This is an optimization exercise on Yosys and OpenROAD, whose aim is small area, not a production implementation. For this run, only the layout was checked, not whether the RTL still works. Power figures rest on the tool's default switching activity, not on a simulated workload.

===== flow/flow/run.sh =====
#!/bin/bash
# Standard synthesis, then every combinational cell at its smallest drive
# strength, then the standard layout from floorplan to finish.
set -euo pipefail
R=orfs/results/$FLOW_PLATFORM/top/base
LIB=$FLOW_HOME/platforms/$FLOW_PLATFORM/lib/sky130_fd_sc_hd__tt_025C_1v80.lib
bash standard.sh synth > synth.log 2>&1
python3 flow/downsize.py $R/1_2_yosys.v $LIB > downsize.log 2>&1
rm -f $R/1_synth.odb $R/1_synth.sdc
bash standard.sh > layout.log 2>&1

===== flow/flow/downsize.py =====
#!/usr/bin/env python3
"""Give every combinational cell in the synthesized netlist the smallest drive
strength of its function (the flow's repair steps upsize again where needed).
Registers, tie cells and buffers keep the cell the standard synthesis chose."""
import re, sys

net, lib = sys.argv[1], sys.argv[2]
dont = set(sys.argv[3].split()) if len(sys.argv) > 3 else set()
text = open(lib).read()
area = {}
for m in re.finditer(r'cell \("(sky130_fd_sc_hd__\w+)"\)\s*\{(.*?)\barea\s*:\s*([\d.]+)', text, re.S):
    area[m.group(1)] = float(m.group(3))
best = {}
for c, a in area.items():
    if c in dont:
        continue
    base = c.rsplit('_', 1)[0]
    if base not in best or a < area[best[base]] or (a == area[best[base]] and c < best[base]):
        best[base] = c
keep = ('dfxtp', 'dfrtp', 'dfstp', 'conb', 'buf', 'clkbuf', 'dlygate', 'dlymetal')
src = open(net).read()
count = {}
def sub(m):
    c = m.group(1)
    base = c.rsplit('_', 1)[0]
    short = base[len('sky130_fd_sc_hd__'):]
    if short.startswith(keep) or base not in best or best[base] == c:
        return m.group(0)
    count[c + ' -> ' + best[base]] = count.get(c + ' -> ' + best[base], 0) + 1
    return best[base] + m.group(2)
src = re.sub(r'\b(sky130_fd_sc_hd__\w+?)(\s+[\\\w])', sub, src)
open(net, 'w').write(src)
for k, v in sorted(count.items()):
    print(v, k)

===== flow/standard.sh =====
#!/bin/bash
# synth_recipe.tcl (not shown) runs the flow's synth.tcl, then flattens the netlist and writes it again
# the make line also repeats each setting of config.mk as NAME=value (left out here)
make -C /OpenROAD-flow-scripts/flow DESIGN_CONFIG=/design/flow/config.mk WORK_HOME=/design/flow/orfs CLKGATE_MAP_FILE= SYNTH_SCRIPT=/design/flow/synth_recipe.tcl "${@:-finish}"

===== flow/config.mk =====
export PLATFORM = sky130hd
export DESIGN_NAME = top
export DESIGN_NICKNAME = top
export VERILOG_FILES = /design/flow/design.v
export SDC_FILE = /design/flow/constraint.sdc
export NUM_CORES = 4
export LEC_CHECK = 0
export CAP_MARGIN = 20
export CORE_MARGIN = 2
export CORE_UTILIZATION = 40
export SLEW_MARGIN = 20

===== flow/constraint.sdc =====
create_clock -name core_clock -period 10.0 [get_ports {clk}]
set_input_delay 2.0000 -clock core_clock [delete_from_list [all_inputs] [get_ports {clk}]]
set_output_delay 2.0000 -clock core_clock [all_outputs]
set_load 0.01 [all_outputs]

===== flow/design.v =====
module top #(
    parameter   input_clk_freq  = 100_000_000,
    parameter   output_clk_freq = 40_000,
    parameter   setup_time      = 10,
    parameter   pulse_duration  = 10
)(
    input   clk,
    input   rst_n,
    output  SRCLK,
    output  RCLK,
    output  SER
);
    reg [4:0] P;
    reg [5:0] Q;
    reg [5:0] R;
    reg [6:0] U;
    wire n8;
    wire n10;
    wire n11;
    wire n14;
    wire n16;
    wire n18;
    wire n19;
    wire n21;
    wire n22;
    wire n23;
    wire n24;
    wire n25;
    wire n27;
    wire n28;
    wire n31;
    wire n32;
    wire n33;
    wire n35;
    wire n37;
    wire n38;
    wire n39;
    wire n40;
    wire n41;
    wire n42;
    wire n43;
    wire n45;
    wire n47;
    wire n48;
    wire n49;
    wire n50;
    wire n51;
    wire n52;
    wire n53;
    wire n54;
    wire n55;
    wire n56;
    wire n57;
    wire n58;
    wire n59;
    wire n60;
    wire n61;
    wire n62;
    wire n63;
    wire n64;
    wire n65;
    wire n66;
    wire n67;
    wire n68;
    wire n69;
    wire n70;
    wire n71;
    wire n72;
    wire n73;
    wire n74;
    wire n75;
    wire n76;
    wire n77;
    wire n78;
    wire n79;
    wire n80;
    wire n81;
    wire n82;
    wire n83;
    wire n84;
    wire n85;
    wire n86;
    wire n87;
    wire n88;
    wire n89;
    wire n90;
    wire n91;
    wire n92;
    wire n93;
    wire n94;
    wire n95;
    wire n96;
    wire n97;
    wire n98;
    wire n99;
    wire n100;
    wire n101;
    wire n102;
    wire n103;
    wire n104;
    wire n105;
    wire n107;
    wire n108;
    wire n109;
    wire n110;
    wire n111;
    wire n112;
    wire n113;
    wire n114;
    wire n115;
    wire n116;
    wire n117;
    wire n118;
    wire n119;
    wire n120;
    wire n121;
    wire n122;
    wire n123;
    wire n124;
    wire n125;
    wire n126;
    wire n127;
    wire n128;
    wire n129;
    wire n130;
    wire n131;
    wire n132;
    wire n133;
    wire n134;
    wire n135;
    wire n136;
    wire n137;
    wire n138;
    wire n139;
    wire n141;
    wire n143;
    wire n144;
    wire n145;
    wire n146;
    wire n147;
    wire n148;
    wire n149;
    wire n150;
    wire n151;
    wire n152;
    wire n153;
    wire n154;
    wire n155;
    wire n156;
    wire n157;
    wire n158;
    wire n159;
    wire n160;
    wire n161;
    wire n162;
    wire n163;
    wire n164;
    wire n165;
    wire n166;
    wire n167;
    wire n168;
    wire n169;
    wire n170;
    wire n171;
    wire n172;
    wire n173;
    wire n174;
    wire n175;
    wire n176;
    wire n177;
    wire n178;
    wire n179;
    wire n180;
    wire n181;
    wire n182;
    wire n183;
    wire n184;
    wire n185;
    wire n186;
    wire n187;
    wire n188;
    wire n189;
    wire n190;
    wire n191;
    wire n192;
    wire n193;
    wire n194;
    wire n195;
    wire n196;
    wire n197;
    wire n198;
    wire n199;
    wire n201;
    wire n202;
    wire n203;
    wire n204;
    wire n205;
    wire n206;
    wire n207;
    wire n208;
    wire n209;
    wire n210;
    wire n211;
    wire n212;
    wire n213;
    wire n214;
    wire n215;
    wire n216;
    wire n217;
    wire n218;
    wire n219;
    wire n220;
    wire n221;
    wire n222;
    wire n223;
    wire n224;
    wire n225;
    wire n227;
    wire n228;
    wire n229;
    wire n233;
    wire n235;
    wire n237;
    wire n238;
    wire n239;
    wire n240;
    wire n241;
    wire n242;
    wire n243;
    wire n244;
    wire n245;
    wire n246;
    wire n247;
    wire n248;
    wire n249;
    wire n250;
    wire n251;
    wire n252;
    wire n253;
    wire n254;
    wire n255;
    wire n256;
    wire n257;
    wire n258;
    wire n259;
    wire n260;
    wire n261;
    wire n262;
    wire n263;
    wire n264;
    wire n265;
    wire n266;
    wire n267;
    wire n268;
    wire n269;
    wire n270;
    wire n271;
    wire n272;
    wire n273;
    wire n274;
    wire n275;
    wire n276;
    wire n277;
    wire n278;
    wire n279;
    wire n280;
    wire n281;
    wire n282;
    wire n283;
    wire n284;
    wire n285;
    wire n286;
    wire n287;
    wire n288;
    wire n289;
    wire n290;
    wire n291;
    wire n292;
    wire n293;
    wire n294;
    wire n295;
    wire n296;
    wire n297;
    wire n298;
    wire n299;
    wire n300;
    wire n301;
    wire n302;
    wire n303;
    wire n304;
    wire n305;
    wire n306;
    wire n307;
    wire n308;
    wire n309;
    wire n310;
    wire n311;
    wire n312;
    wire n313;
    wire n314;
    wire n315;
    wire n316;
    wire n317;
    wire n318;
    wire n319;
    wire n320;
    wire n321;
    wire n322;
    wire n323;
    wire n324;
    wire n325;
    wire n326;
    wire n327;
    wire n328;
    wire n329;
    wire n330;
    wire n331;
    wire n332;
    wire n333;
    wire n334;
    wire n335;
    wire n336;
    wire n337;
    wire n338;
    wire n339;
    wire n340;
    wire n341;
    wire n342;
    wire n343;
    always @(posedge clk) begin
        P[0] <= n340;
        P[1] <= n338;
        P[2] <= n339;
        P[3] <= n343;
        P[4] <= n333;
        Q[0] <= n325;
        Q[1] <= n323;
        Q[2] <= n321;
        Q[3] <= n319;
        Q[4] <= n328;
        Q[5] <= n336;
        R[0] <= n310;
        R[1] <= n307;
        R[2] <= n305;
        R[3] <= n303;
        R[4] <= n300;
        R[5] <= n287;
        U[0] <= n298;
        U[1] <= n296;
        U[2] <= n293;
        U[3] <= n271;
        U[4] <= n269;
        U[5] <= n266;
        U[6] <= n290;
    end
    lm_clkinv g0 (.A(R[0]), .Y(n8));
    lm_nor2 g1 (.A(R[1]), .B(n8), .Y(n10));
    lm_clkinv g2 (.A(n10), .Y(n11));
    lm_nor2 g3 (.A(Q[2]), .B(Q[3]), .Y(n14));
    lm_clkinv g4 (.A(Q[4]), .Y(n16));
    lm_clkinv g5 (.A(Q[1]), .Y(n18));
    lm_nand3 g6 (.A(n14), .B(n16), .C(n18), .Y(n19));
    lm_clkinv g7 (.A(Q[0]), .Y(n21));
    lm_clkinv g8 (.A(Q[2]), .Y(n22));
    lm_nor3 g9 (.A(n21), .B(n18), .C(n22), .Y(n23));
    lm_clkinv g10 (.A(Q[3]), .Y(n24));
    lm_nor2 g11 (.A(n16), .B(n24), .Y(n25));
    lm_nand3 g12 (.A(n23), .B(Q[5]), .C(n25), .Y(n27));
    lm_o21ai g13 (.A1(Q[5]), .A2(n19), .B1(n27), .Y(n28));
    lm_nor2 g14 (.A(R[4]), .B(R[5]), .Y(n31));
    lm_o21ai g15 (.A1(Q[1]), .A2(n21), .B1(n31), .Y(n32));
    lm_clkinv g16 (.A(n32), .Y(n33));
    lm_clkinv g17 (.A(R[3]), .Y(n35));
    lm_nor2 g18 (.A(R[1]), .B(R[2]), .Y(n37));
    lm_o21ai g19 (.A1(n35), .A2(n37), .B1(n33), .Y(n38));
    lm_nand3 g20 (.A(n28), .B(n33), .C(n38), .Y(n39));
    lm_nor2 g21 (.A(n11), .B(n39), .Y(n40));
    lm_clkinv g22 (.A(Q[5]), .Y(n41));
    lm_nand2 g23 (.A(n19), .B(n41), .Y(n42));
    lm_clkinv g24 (.A(n25), .Y(n43));
    lm_clkinv g25 (.A(U[5]), .Y(n45));
    lm_nand3 g26 (.A(n43), .B(U[4]), .C(n45), .Y(n47));
    lm_nor2 g27 (.A(Q[2]), .B(n47), .Y(n48));
    lm_clkinv g28 (.A(n48), .Y(n49));
    lm_nor2 g29 (.A(n42), .B(n49), .Y(n50));
    lm_nor2 g30 (.A(U[4]), .B(n21), .Y(n51));
    lm_clkinv g31 (.A(U[4]), .Y(n52));
    lm_nor2 g32 (.A(Q[0]), .B(n52), .Y(n53));
    lm_nor2 g33 (.A(n51), .B(n53), .Y(n54));
    lm_clkinv g34 (.A(n54), .Y(n55));
    lm_nor3 g35 (.A(Q[1]), .B(Q[2]), .C(n45), .Y(n56));
    lm_nor2 g36 (.A(Q[1]), .B(n45), .Y(n57));
    lm_nor2 g37 (.A(n22), .B(n57), .Y(n58));
    lm_nor4 g38 (.A(Q[5]), .B(n56), .C(n58), .D(n43), .Y(n59));
    lm_clkinv g39 (.A(n59), .Y(n60));
    lm_nand2 g40 (.A(n14), .B(n16), .Y(n61));
    lm_o32ai g41 (.A1(U[4]), .A2(n45), .A3(n61), .B1(Q[1]), .B2(n47), .Y(n62));
    lm_nand3 g42 (.A(n62), .B(n41), .C(n19), .Y(n63));
    lm_o21ai g43 (.A1(n55), .A2(n60), .B1(n63), .Y(n64));
    lm_clkinv g44 (.A(n64), .Y(n65));
    lm_nor2 g45 (.A(n50), .B(n65), .Y(n66));
    lm_clkinv g46 (.A(n66), .Y(n67));
    lm_nor2 g47 (.A(U[5]), .B(n18), .Y(n68));
    lm_nor2 g48 (.A(n57), .B(n68), .Y(n69));
    lm_clkinv g49 (.A(n69), .Y(n70));
    lm_nand2 g50 (.A(n70), .B(n51), .Y(n71));
    lm_nand2 g51 (.A(n69), .B(n53), .Y(n72));
    lm_nor3 g52 (.A(Q[4]), .B(U[5]), .C(n52), .Y(n73));
    lm_clkinv g53 (.A(n73), .Y(n74));
    lm_nor2 g54 (.A(n42), .B(n74), .Y(n75));
    lm_a31oi g55 (.A1(n59), .A2(n71), .A3(n72), .B1(n75), .Y(n76));
    lm_nor2 g56 (.A(n76), .B(n64), .Y(n77));
    lm_clkinv g57 (.A(n77), .Y(n78));
    lm_nand2 g58 (.A(n67), .B(n78), .Y(n79));
    lm_clkinv g59 (.A(R[1]), .Y(n80));
    lm_nor4 g60 (.A(R[3]), .B(R[4]), .C(R[5]), .D(n23), .Y(n81));
    lm_o21ai g61 (.A1(n21), .A2(n25), .B1(n81), .Y(n82));
    lm_nor2 g62 (.A(n42), .B(n82), .Y(n83));
    lm_clkinv g63 (.A(n83), .Y(n84));
    lm_nor2 g64 (.A(R[2]), .B(n84), .Y(n85));
    lm_clkinv g65 (.A(n85), .Y(n86));
    lm_nor2 g66 (.A(n80), .B(n86), .Y(n87));
    lm_clkinv g67 (.A(n75), .Y(n88));
    lm_nor2 g68 (.A(n24), .B(n88), .Y(n89));
    lm_nor2 g69 (.A(n89), .B(n76), .Y(n90));
    lm_nor2 g70 (.A(n64), .B(n90), .Y(n91));
    lm_o21ai g71 (.A1(n76), .A2(n91), .B1(n49), .Y(n92));
    lm_nor2 g72 (.A(n70), .B(n55), .Y(n93));
    lm_clkinv g73 (.A(n93), .Y(n94));
    lm_nand2 g74 (.A(n92), .B(n94), .Y(n95));
    lm_clkinv g75 (.A(n95), .Y(n96));
    lm_o211ai g76 (.A1(n8), .A2(n79), .B1(n87), .C1(n96), .Y(n97));
    lm_nand2 g77 (.A(n90), .B(n94), .Y(n98));
    lm_nor2 g78 (.A(n24), .B(n98), .Y(n99));
    lm_clkinv g79 (.A(n99), .Y(n100));
    lm_clkinv g80 (.A(n89), .Y(n101));
    lm_a21oi g81 (.A1(n100), .A2(n101), .B1(n91), .Y(n102));
    lm_nand3 g82 (.A(n102), .B(n10), .C(n85), .Y(n103));
    lm_nor2 g83 (.A(R[0]), .B(R[1]), .Y(n104));
    lm_clkinv g84 (.A(n104), .Y(n105));
    lm_clkinv g85 (.A(U[3]), .Y(n107));
    lm_nor3 g86 (.A(n8), .B(R[2]), .C(n39), .Y(n108));
    lm_nor2 g87 (.A(n107), .B(n108), .Y(n109));
    lm_o21ai g88 (.A1(n105), .A2(n39), .B1(n109), .Y(n110));
    lm_nor2 g89 (.A(n40), .B(n110), .Y(n111));
    lm_nand3 g90 (.A(n97), .B(n103), .C(n111), .Y(n112));
    lm_nor2 g91 (.A(R[1]), .B(n84), .Y(n113));
    lm_clkinv g92 (.A(n113), .Y(n114));
    lm_clkinv g93 (.A(n50), .Y(n115));
    lm_a31oi g94 (.A1(n8), .A2(n115), .A3(n101), .B1(n78), .Y(n116));
    lm_nor3 g95 (.A(n114), .B(n99), .C(n116), .Y(n117));
    lm_nor2 g96 (.A(R[0]), .B(n84), .Y(n118));
    lm_a21oi g97 (.A1(n90), .A2(n94), .B1(n50), .Y(n119));
    lm_a21oi g98 (.A1(n102), .A2(n55), .B1(n119), .Y(n120));
    lm_clkinv g99 (.A(n120), .Y(n121));
    lm_nand3 g100 (.A(n121), .B(n88), .C(n65), .Y(n122));
    lm_nor2 g101 (.A(n115), .B(n65), .Y(n123));
    lm_nand2 g102 (.A(n123), .B(n73), .Y(n124));
    lm_nand2 g103 (.A(n122), .B(n124), .Y(n125));
    lm_nor2 g104 (.A(n118), .B(n125), .Y(n126));
    lm_clkinv g105 (.A(n123), .Y(n127));
    lm_nand4 g106 (.A(n122), .B(n118), .C(n124), .D(n96), .Y(n128));
    lm_nand2 g107 (.A(n128), .B(n114), .Y(n129));
    lm_a31oi g108 (.A1(n126), .A2(n76), .A3(n127), .B1(n129), .Y(n130));
    lm_nor3 g109 (.A(n85), .B(n117), .C(n130), .Y(n131));
    lm_nand2 g110 (.A(n8), .B(R[1]), .Y(n132));
    lm_nand2 g111 (.A(n11), .B(n132), .Y(n133));
    lm_nand2 g112 (.A(n83), .B(n133), .Y(n134));
    lm_nand3 g113 (.A(n105), .B(R[2]), .C(R[3]), .Y(n135));
    lm_nand2 g114 (.A(n33), .B(n135), .Y(n136));
    lm_a21oi g115 (.A1(n28), .A2(n136), .B1(U[3]), .Y(n137));
    lm_nand4 g116 (.A(n28), .B(n132), .C(n33), .D(n38), .Y(n138));
    lm_nand3 g117 (.A(n134), .B(n137), .C(n138), .Y(n139));
    lm_clkinv g118 (.A(U[1]), .Y(n141));
    lm_nor2 g119 (.A(U[0]), .B(n141), .Y(n143));
    lm_o211ai g120 (.A1(n112), .A2(n131), .B1(n139), .C1(n143), .Y(n144));
    lm_clkinv g121 (.A(n91), .Y(n145));
    lm_nor2 g122 (.A(n50), .B(n145), .Y(n146));
    lm_nor2 g123 (.A(n87), .B(n146), .Y(n147));
    lm_nor2 g124 (.A(n66), .B(n100), .Y(n148));
    lm_nand2 g125 (.A(n127), .B(n74), .Y(n149));
    lm_a21oi g126 (.A1(n149), .A2(n124), .B1(n99), .Y(n150));
    lm_nor2 g127 (.A(R[0]), .B(n150), .Y(n151));
    lm_a211oi g128 (.A1(n98), .A2(n66), .B1(n148), .C1(n151), .Y(n152));
    lm_nor2 g129 (.A(n86), .B(n152), .Y(n153));
    lm_nor3 g130 (.A(n8), .B(R[2]), .C(n99), .Y(n154));
    lm_clkinv g131 (.A(n129), .Y(n155));
    lm_o22ai g132 (.A1(n147), .A2(n153), .B1(n154), .B2(n155), .Y(n156));
    lm_clkinv g133 (.A(n146), .Y(n157));
    lm_nand2 g134 (.A(n67), .B(n8), .Y(n158));
    lm_nor3 g135 (.A(R[0]), .B(n102), .C(n150), .Y(n159));
    lm_a21oi g136 (.A1(n150), .A2(n158), .B1(n159), .Y(n160));
    lm_clkinv g137 (.A(R[2]), .Y(n161));
    lm_nor2 g138 (.A(n161), .B(n114), .Y(n162));
    lm_o21ai g139 (.A1(n74), .A2(n157), .B1(n160), .Y(n163));
    lm_o211ai g140 (.A1(n157), .A2(n160), .B1(n162), .C1(n163), .Y(n164));
    lm_nand3 g141 (.A(n156), .B(n109), .C(n164), .Y(n165));
    lm_nor2 g142 (.A(U[0]), .B(U[1]), .Y(n166));
    lm_a21oi g143 (.A1(n28), .A2(n38), .B1(U[3]), .Y(n167));
    lm_o21ai g144 (.A1(n105), .A2(n86), .B1(n167), .Y(n168));
    lm_nand3 g145 (.A(n165), .B(n166), .C(n168), .Y(n169));
    lm_nor2 g146 (.A(n27), .B(n38), .Y(n170));
    lm_nor4 g147 (.A(n40), .B(n170), .C(n108), .D(n118), .Y(n171));
    lm_clkinv g148 (.A(n111), .Y(n172));
    lm_a21oi g149 (.A1(n162), .A2(n8), .B1(n87), .Y(n173));
    lm_nor3 g150 (.A(n100), .B(n66), .C(n173), .Y(n174));
    lm_clkinv g151 (.A(U[0]), .Y(n175));
    lm_nor2 g152 (.A(n175), .B(n141), .Y(n176));
    lm_o221ai g153 (.A1(U[3]), .A2(n171), .B1(n172), .B2(n174), .C1(n176), .Y(n177));
    lm_o211ai g154 (.A1(n40), .A2(n144), .B1(n169), .C1(n177), .Y(n178));
    lm_o21ai g155 (.A1(n11), .A2(n86), .B1(n173), .Y(n179));
    lm_clkinv g156 (.A(n179), .Y(n180));
    lm_nand3 g157 (.A(n126), .B(n114), .C(n86), .Y(n181));
    lm_clkinv g158 (.A(n150), .Y(n182));
    lm_o211ai g159 (.A1(n113), .A2(n118), .B1(R[2]), .C1(n182), .Y(n183));
    lm_nand2 g160 (.A(n181), .B(n183), .Y(n184));
    lm_clkinv g161 (.A(n184), .Y(n185));
    lm_a21oi g162 (.A1(n185), .A2(n145), .B1(n146), .Y(n186));
    lm_nand2 g163 (.A(n79), .B(R[1]), .Y(n187));
    lm_o21ai g164 (.A1(n59), .A2(n187), .B1(n100), .Y(n188));
    lm_nand2 g165 (.A(n126), .B(n188), .Y(n189));
    lm_o211ai g166 (.A1(n80), .A2(n94), .B1(n133), .C1(n92), .Y(n190));
    lm_nand2 g167 (.A(n24), .B(Q[4]), .Y(n191));
    lm_a21oi g168 (.A1(n65), .A2(n50), .B1(n161), .Y(n192));
    lm_a22oi g169 (.A1(n8), .A2(n162), .B1(n117), .B2(n192), .Y(n193));
    lm_a31oi g170 (.A1(n120), .A2(n118), .A3(n191), .B1(n193), .Y(n194));
    lm_a31oi g171 (.A1(n189), .A2(n85), .A3(n190), .B1(n194), .Y(n195));
    lm_o31ai g172 (.A1(n113), .A2(n85), .A3(n186), .B1(n195), .Y(n196));
    lm_clkinv g173 (.A(n110), .Y(n197));
    lm_nand2 g174 (.A(n141), .B(U[0]), .Y(n198));
    lm_a221oi g175 (.A1(n137), .A2(n180), .B1(n196), .B2(n197), .C1(n198), .Y(n199));
    lm_o21ai g176 (.A1(n178), .A2(n199), .B1(U[2]), .Y(n201));
    lm_o21ai g177 (.A1(n8), .A2(n101), .B1(n87), .Y(n202));
    lm_nand2 g178 (.A(n75), .B(n14), .Y(n203));
    lm_o2111ai g179 (.A1(R[0]), .A2(n162), .B1(n100), .C1(n203), .D1(n122), .Y(n204));
    lm_o21ai g180 (.A1(n65), .A2(n100), .B1(n130), .Y(n205));
    lm_o211ai g181 (.A1(n158), .A2(n204), .B1(n184), .C1(n205), .Y(n206));
    lm_o2111ai g182 (.A1(n119), .A2(n202), .B1(n141), .C1(n103), .D1(n206), .Y(n207));
    lm_clkinv g183 (.A(n190), .Y(n208));
    lm_nor3 g184 (.A(n101), .B(n208), .C(n121), .Y(n209));
    lm_nor2 g185 (.A(n101), .B(n208), .Y(n210));
    lm_o21ai g186 (.A1(n101), .A2(n187), .B1(n208), .Y(n211));
    lm_nand2 g187 (.A(n121), .B(n211), .Y(n212));
    lm_o21ai g188 (.A1(n210), .A2(n212), .B1(n179), .Y(n213));
    lm_o221ai g189 (.A1(n209), .A2(n213), .B1(n174), .B2(n185), .C1(n143), .Y(n214));
    lm_o21ai g190 (.A1(n22), .A2(n101), .B1(n203), .Y(n215));
    lm_o22ai g191 (.A1(n101), .A2(n67), .B1(n8), .B2(n121), .Y(n216));
    lm_o21ai g192 (.A1(n216), .A2(n204), .B1(n176), .Y(n217));
    lm_a21oi g193 (.A1(n155), .A2(n215), .B1(n217), .Y(n218));
    lm_clkinv g194 (.A(U[2]), .Y(n219));
    lm_o311ai g195 (.A1(U[0]), .A2(U[1]), .A3(n174), .B1(n219), .C1(U[3]), .Y(n220));
    lm_a21oi g196 (.A1(n218), .A2(n156), .B1(n220), .Y(n221));
    lm_nand3 g197 (.A(n207), .B(n214), .C(n221), .Y(n222));
    lm_clkinv g198 (.A(R[4]), .Y(n223));
    lm_clkinv g199 (.A(R[5]), .Y(n224));
    lm_nor4 g200 (.A(n223), .B(n224), .C(n135), .D(n133), .Y(n225));
    lm_a21oi g201 (.A1(n201), .A2(n222), .B1(n225), .Y(SER));
    lm_clkinv g202 (.A(U[6]), .Y(n227));
    lm_nor3 g203 (.A(U[2]), .B(U[3]), .C(n227), .Y(n228));
    lm_nand4 g204 (.A(n228), .B(n52), .C(n45), .D(n166), .Y(n229));
    lm_o21ai g205 (.A1(P[1]), .A2(P[0]), .B1(P[2]), .Y(n233));
    lm_clkinv g206 (.A(P[4]), .Y(n235));
    lm_nor2 g207 (.A(P[3]), .B(n235), .Y(n237));
    lm_clkinv g208 (.A(P[3]), .Y(n238));
    lm_nor2 g209 (.A(P[4]), .B(n238), .Y(n239));
    lm_clkinv g210 (.A(n239), .Y(n240));
    lm_clkinv g211 (.A(P[1]), .Y(n241));
    lm_clkinv g212 (.A(P[0]), .Y(n242));
    lm_nor2 g213 (.A(n241), .B(n242), .Y(n243));
    lm_nor2 g214 (.A(P[2]), .B(n243), .Y(n244));
    lm_nor2 g215 (.A(n240), .B(n244), .Y(n245));
    lm_a21oi g216 (.A1(n233), .A2(n237), .B1(n245), .Y(n246));
    lm_nor3 g217 (.A(n229), .B(n246), .C(n225), .Y(RCLK));
    lm_a21oi g218 (.A1(P[2]), .A2(P[3]), .B1(P[4]), .Y(n247));
    lm_nor3 g219 (.A(U[6]), .B(n247), .C(n225), .Y(SRCLK));
    lm_nor3 g220 (.A(n52), .B(n45), .C(n198), .Y(n248));
    lm_nand2 g221 (.A(n248), .B(n228), .Y(n249));
    lm_clkinv g222 (.A(n249), .Y(n250));
    lm_clkinv g223 (.A(P[2]), .Y(n251));
    lm_nor3 g224 (.A(P[1]), .B(n242), .C(n251), .Y(n252));
    lm_clkinv g225 (.A(n252), .Y(n253));
    lm_nor2 g226 (.A(n240), .B(n253), .Y(n254));
    lm_nand2 g227 (.A(n250), .B(n254), .Y(n255));
    lm_nand2 g228 (.A(n255), .B(rst_n), .Y(n256));
    lm_clkinv g229 (.A(n255), .Y(n257));
    lm_a31oi g230 (.A1(n237), .A2(n249), .A3(n252), .B1(n257), .Y(n258));
    lm_clkinv g231 (.A(n258), .Y(n259));
    lm_nand2 g232 (.A(n259), .B(n176), .Y(n260));
    lm_nor2 g233 (.A(n219), .B(n260), .Y(n261));
    lm_nand2 g234 (.A(n261), .B(U[3]), .Y(n262));
    lm_nor3 g235 (.A(n52), .B(n45), .C(n262), .Y(n263));
    lm_nor2 g236 (.A(n52), .B(n262), .Y(n264));
    lm_nor2 g237 (.A(U[5]), .B(n264), .Y(n265));
    lm_nor3 g238 (.A(n256), .B(n263), .C(n265), .Y(n266));
    lm_clkinv g239 (.A(n262), .Y(n267));
    lm_nor2 g240 (.A(U[4]), .B(n267), .Y(n268));
    lm_nor3 g241 (.A(n264), .B(n256), .C(n268), .Y(n269));
    lm_nor2 g242 (.A(U[3]), .B(n261), .Y(n270));
    lm_o21ai g243 (.A1(n270), .A2(n267), .B1(rst_n), .Y(n271));
    lm_nor2 g244 (.A(n8), .B(n255), .Y(n272));
    lm_clkinv g245 (.A(n272), .Y(n273));
    lm_nor2 g246 (.A(n80), .B(n273), .Y(n274));
    lm_clkinv g247 (.A(n274), .Y(n275));
    lm_nor2 g248 (.A(n161), .B(n275), .Y(n276));
    lm_clkinv g249 (.A(n276), .Y(n277));
    lm_nor2 g250 (.A(n35), .B(n277), .Y(n278));
    lm_clkinv g251 (.A(n278), .Y(n279));
    lm_nor3 g252 (.A(n223), .B(n224), .C(n279), .Y(n280));
    lm_nand4 g253 (.A(n37), .B(n35), .C(R[4]), .D(R[5]), .Y(n281));
    lm_nor4 g254 (.A(n41), .B(Q[0]), .C(n18), .D(n61), .Y(n282));
    lm_nand2 g255 (.A(n257), .B(n282), .Y(n283));
    lm_o21ai g256 (.A1(n281), .A2(n273), .B1(n283), .Y(n284));
    lm_nor2 g257 (.A(n223), .B(n279), .Y(n285));
    lm_nor2 g258 (.A(R[5]), .B(n285), .Y(n286));
    lm_o31ai g259 (.A1(n280), .A2(n284), .A3(n286), .B1(rst_n), .Y(n287));
    lm_nor4 g260 (.A(n227), .B(n52), .C(n45), .D(n262), .Y(n288));
    lm_nor2 g261 (.A(U[6]), .B(n263), .Y(n289));
    lm_nor3 g262 (.A(n256), .B(n288), .C(n289), .Y(n290));
    lm_clkinv g263 (.A(n260), .Y(n291));
    lm_o21ai g264 (.A1(U[2]), .A2(n291), .B1(rst_n), .Y(n292));
    lm_nor2 g265 (.A(n261), .B(n292), .Y(n293));
    lm_nor2 g266 (.A(n175), .B(n258), .Y(n294));
    lm_o21ai g267 (.A1(U[1]), .A2(n294), .B1(n249), .Y(n295));
    lm_o21ai g268 (.A1(n295), .A2(n291), .B1(rst_n), .Y(n296));
    lm_nor2 g269 (.A(U[0]), .B(n259), .Y(n297));
    lm_o21ai g270 (.A1(n294), .A2(n297), .B1(rst_n), .Y(n298));
    lm_nor2 g271 (.A(R[4]), .B(n278), .Y(n299));
    lm_o31ai g272 (.A1(n284), .A2(n299), .A3(n285), .B1(rst_n), .Y(n300));
    lm_clkinv g273 (.A(n283), .Y(n301));
    lm_nor2 g274 (.A(R[3]), .B(n276), .Y(n302));
    lm_o31ai g275 (.A1(n301), .A2(n302), .A3(n278), .B1(rst_n), .Y(n303));
    lm_nor2 g276 (.A(R[2]), .B(n274), .Y(n304));
    lm_o31ai g277 (.A1(n304), .A2(n284), .A3(n276), .B1(rst_n), .Y(n305));
    lm_nor2 g278 (.A(R[1]), .B(n272), .Y(n306));
    lm_o31ai g279 (.A1(n306), .A2(n274), .A3(n284), .B1(rst_n), .Y(n307));
    lm_nor3 g280 (.A(n240), .B(n253), .C(n249), .Y(n308));
    lm_o211ai g281 (.A1(R[0]), .A2(n308), .B1(n283), .C1(n273), .Y(n309));
    lm_nand2 g282 (.A(n309), .B(rst_n), .Y(n310));
    lm_nand2 g283 (.A(n308), .B(R[0]), .Y(n311));
    lm_nor2 g284 (.A(n281), .B(n311), .Y(n312));
    lm_nand2 g285 (.A(n312), .B(n23), .Y(n313));
    lm_clkinv g286 (.A(n313), .Y(n314));
    lm_nor2 g287 (.A(Q[3]), .B(n314), .Y(n315));
    lm_nor2 g288 (.A(n281), .B(n273), .Y(n316));
    lm_nand2 g289 (.A(n316), .B(Q[0]), .Y(n317));
    lm_nor4 g290 (.A(n18), .B(n22), .C(n24), .D(n317), .Y(n318));
    lm_o21ai g291 (.A1(n315), .A2(n318), .B1(rst_n), .Y(n319));
    lm_a31oi g292 (.A1(n312), .A2(Q[0]), .A3(Q[1]), .B1(Q[2]), .Y(n320));
    lm_o21ai g293 (.A1(n320), .A2(n314), .B1(rst_n), .Y(n321));
    lm_nand3 g294 (.A(n317), .B(Q[1]), .C(n283), .Y(n322));
    lm_o211ai g295 (.A1(Q[1]), .A2(n317), .B1(rst_n), .C1(n322), .Y(n323));
    lm_o211ai g296 (.A1(Q[0]), .A2(n312), .B1(n283), .C1(n317), .Y(n324));
    lm_nand3 g297 (.A(n324), .B(rst_n), .C(n27), .Y(n325));
    lm_nor2 g298 (.A(n43), .B(n313), .Y(n326));
    lm_nor2 g299 (.A(Q[4]), .B(n318), .Y(n327));
    lm_o21ai g300 (.A1(n326), .A2(n327), .B1(rst_n), .Y(n328));
    lm_nand2 g301 (.A(n243), .B(P[2]), .Y(n329));
    lm_nand3 g302 (.A(n258), .B(P[4]), .C(n329), .Y(n330));
    lm_clkinv g303 (.A(n329), .Y(n331));
    lm_o21ai g304 (.A1(n239), .A2(n237), .B1(n331), .Y(n332));
    lm_a21boi g305 (.A1(n330), .A2(n332), .B1_N(rst_n), .Y(n333));
    lm_o21ai g306 (.A1(n41), .A2(n301), .B1(n326), .Y(n334));
    lm_o211ai g307 (.A1(n43), .A2(n313), .B1(Q[5]), .C1(n283), .Y(n335));
    lm_nand3 g308 (.A(n334), .B(rst_n), .C(n335), .Y(n336));
    lm_nor2 g309 (.A(P[1]), .B(P[0]), .Y(n337));
    lm_o31ai g310 (.A1(n243), .A2(n337), .A3(n259), .B1(rst_n), .Y(n338));
    lm_o31ai g311 (.A1(n244), .A2(n331), .A3(n259), .B1(rst_n), .Y(n339));
    lm_nand2 g312 (.A(P[0]), .B(rst_n), .Y(n340));
    lm_nor2 g313 (.A(P[3]), .B(n331), .Y(n341));
    lm_nor2 g314 (.A(n238), .B(n329), .Y(n342));
    lm_nor3 g315 (.A(n341), .B(n342), .C(n256), .Y(n343));
endmodule
module lm_a211oi(input A1, A2, B1, C1, output Y);
    assign Y = (~A1&~B1&~C1) | (~A2&~B1&~C1);
endmodule
module lm_a21boi(input A1, A2, B1_N, output Y);
    assign Y = (~A1&B1_N) | (~A2&B1_N);
endmodule
module lm_a21oi(input A1, A2, B1, output Y);
    assign Y = (~A1&~B1) | (~A2&~B1);
endmodule
module lm_a221oi(input A1, A2, B1, B2, C1, output Y);
    assign Y = (~A1&~B1&~C1) | (~A1&~B2&~C1) | (~A2&~B1&~C1) | (~A2&~B2&~C1);
endmodule
module lm_a22oi(input A1, A2, B1, B2, output Y);
    assign Y = (~A1&~B1) | (~A1&~B2) | (~A2&~B1) | (~A2&~B2);
endmodule
module lm_a31oi(input A1, A2, A3, B1, output Y);
    assign Y = (~A1&~B1) | (~A2&~B1) | (~A3&~B1);
endmodule
module lm_clkinv(input A, output Y);
    assign Y = (~A);
endmodule
module lm_nand2(input A, B, output Y);
    assign Y = (~A) | (~B);
endmodule
module lm_nand3(input A, B, C, output Y);
    assign Y = (~A) | (~B) | (~C);
endmodule
module lm_nand4(input A, B, C, D, output Y);
    assign Y = (~A) | (~B) | (~C) | (~D);
endmodule
module lm_nor2(input A, B, output Y);
    assign Y = (~A&~B);
endmodule
module lm_nor3(input A, B, C, output Y);
    assign Y = (~A&~B&~C);
endmodule
module lm_nor4(input A, B, C, D, output Y);
    assign Y = (~A&~B&~C&~D);
endmodule
module lm_o2111ai(input A1, A2, B1, C1, D1, output Y);
    assign Y = (~A1&~A2) | (~B1) | (~C1) | (~D1);
endmodule
module lm_o211ai(input A1, A2, B1, C1, output Y);
    assign Y = (~A1&~A2) | (~B1) | (~C1);
endmodule
module lm_o21ai(input A1, A2, B1, output Y);
    assign Y = (~A1&~A2) | (~B1);
endmodule
module lm_o221ai(input A1, A2, B1, B2, C1, output Y);
    assign Y = (~B1&~B2) | (~A1&~A2) | (~C1);
endmodule
module lm_o22ai(input A1, A2, B1, B2, output Y);
    assign Y = (~B1&~B2) | (~A1&~A2);
endmodule
module lm_o311ai(input A1, A2, A3, B1, C1, output Y);
    assign Y = (~A1&~A2&~A3) | (~B1) | (~C1);
endmodule
module lm_o31ai(input A1, A2, A3, B1, output Y);
    assign Y = (~A1&~A2&~A3) | (~B1);
endmodule
module lm_o32ai(input A1, A2, A3, B1, B2, output Y);
    assign Y = (~A1&~A2&~A3) | (~B1&~B2);
endmodule

==> flow_summary.yaml <==
floorplanning:
  core_area_um2: 5820
  fp.dieW_um: 81.1
  initial_core_util: 0.408
  die-area_um2: 6570
  rows: 28
  dieHeight_um: 81.1
  ios: 5
finish:
  drive_above_1_share: 0.0153
  area_growth_pct: 6.06
  diodes: 0
  utilization: 0.433
  fin_cells: 401
  nets: 346
power_and_ir_drop:
  power_uw: 206
  leakage_uw: 0.000957
  p_per_area_nw_per_um2: 81.9
  irDropWorstVdd_mv: 0.0735
hold_path:
  holdPathStages: 1
  hp-start: "P[0]"
  hp-class: "register to register"
  whs_endpoint: "P[0]"
worst_setup_path:
  cp.required_ns: 8.00
  rr_endpoint: "R[4]"
  start_kind: "register"
  path_max_fanout: 11
  rrSetupSlack_ns: 7.03
  worstRegToRegCells: 6
  end_kind: "output pin"
  crit_arrival_ns: 4.21
  crit_type: "register to output pin"
  rr_startpoint: "U[4]"
clocking:
  cts.sinks: 24
  clock_path_buffers: 2
  cts_max_level: 1
  clkTransAtPathRegs_ns: 0.09
  hold_buffers: 0
  clk_latency_ns: 0.27
  tritoncts: "built"
  cts-resized-gates: 0
  root_buffer: "clkbuf_8"
  cts_setup_buffers: 0
  numCtsBuffers: 3
sta:
  setup_violations: 0
  fin_skew_ns: 0.00801
  finalSetupTns_ns: 0
  slew_headroom: 0.384
  fmaxAchievable_ghz: 0.161
  max_slew.worst_pin.slew_ns: 0.917
  finalHoldViolCount: 0
  fin_crit_sh: 0.621
  rsz0062_at_grt: "no"
  period_minus_slack_ns: 6.21
  slew_viol_final: 0
  layout_setup_ws_ns: 3.79
placed_design:
  dp_hpwl_mm: 5.12
  pre_cts_slack_ns: 4.14
  gp_congestion: 0.962
  placedCellCount: 397
  port_buffers: 4
yosys:
  synthesis.instances: 330
  yosysWarningCount: 1
  syn_area_um2: 2370
  syn_nets: 349
  avgSynthCellArea_um2: 7.20
grt:
  grt_pass1_wl_mm: 10.9
  antenna_found_initial: 0
  grt_util_all_layers: 0.209
  grt_max_degree: 22
  grt-ovfl-total: 0
  grt_pass1_vias: 2242
drt:
  vias: 2476
  vias_per_cell: 6.17
  antenna_left: 0
  wl_per_cell_um: 16.4
  drtPass1Iterations: 5
  drc: 0
  wirelength_mm: 6.56
  drtIter0Drc: 301
flow_run:
  max-cap-violations: 0
run_status:
  status: "complete, no violations"
[worst max-delay path by stage]
stage | from | to | slack [ns] | cells past startpoint
CTS | Q[1] | SER | 3.83 | 10
finish | Q[1] | SER | 3.79 | 12
global placement | Q[1] | SER | 4.13 | 12
floorplan | Q[3] | SER | 5.08 | 10
detailed placement | Q[1] | SER | 4.14 | 10
global route | Q[1] | SER | 3.36 | 12
[power breakdown]
| group | leakage, µW | internal [µW] | switching, µW |
|---|---|---|---|
| Clock | 0.0000357 | 53.5 | 32.0 |
| Combinational | 0.000726 | 7.97 | 10.4 |
| Sequential | 0.000195 | 99.1 | 3.26 |
| Total | 0.000957 | 161 | 45.7 |
[final cells by class]
type                            instances  area, µm²
Clock buffer                            3       41.3
Clock inverter                          1       30.0
Fill cell                             619       3300
Inverter                               19       71.3
Multi-Input combinational cell        274       1750
Sequential cell                        24        480
Tap cell                               75       93.8
Timing Repair Buffer                    5       47.5
[per-layer routing]
metal | GRT usage | wire length [µm]
met1 | 0.297 | 3120
met2 | 0.312 | 2780
met3 | 0.0244 | 392
met4 | 0.102 | 261
met5 | 0 | 0
[critical path, stage by stage, from the launching register on]
cell	delay, ns
dfxtp_1	0.53
inv_1	0.17
ha_1	0.36
mux2i_1	0.23
nand4_1	0.27
and3_1	0.30
nor4b_1	0.49
nand3_1	0.18
o211ai_1	0.17
o21ai_0	0.14
a2111oi_0	0.44
o211ai_1	0.14
clkdlybuf4s50_1	0.50
[registers in the layout, summed over array words and instances, names as in the netlist]
register,flops
P,5
Q,6
R,6
U,7
[through the flow]
stage,hold slack (ns),instance area [µm²]
after floorplan,0.400,2370
after global routing,0.465,2520
final,0.446,2520
after CTS,0.446,2520
after global placement,0.413,2450
after detailed placement,0.423,2450
[layout by cell type (no fill, tap or decap), types with 5 or more instances in the layout]
master and count:
nand4_1 8, nor4_1 6, inv_1 18, and3_1 5, o211ai_1 10, nor2_1 25
o31ai_1 5, o21ai_0 26, nand2_1 38, or3_1 6, dfxtp_1 24, ha_1 17
a21oi_1 16, nand2b_1 7, xnor2_1 7, a211oi_1 5, nor3_1 12, xor2_1 8
and2_0 7, a211o_1 5, nand3_1 14

-- static timing again, ports no longer ideal --
How much do the figures lean on ideal ports? The routed layout below was timed once more, with nothing changed but the port constraints.
Step 1 sets driving cells, clkbuf_16 on the clock port and buf_2 on the other inputs (assumed; they add their load-dependent delay and slew).
Step 2 moves the port delays by t, midway between the first and last clock arrival at a register: inputs arrive t later, outputs are due t later. That takes back most of the time a late clock gives input paths.
Three values: ideal, step 1, step 2; two values: the first two.
shift t [ns]: 0.290
setup WS [ns]: 3.788 / 3.760 / 4.050
worst setup path at the end: register to output
cell pins on the clock port's net: 1
After both steps this run still meets setup and hold. For this run, drivers alone change the setup slack by -0.028 ns; drivers and shift together by +0.262 ns.
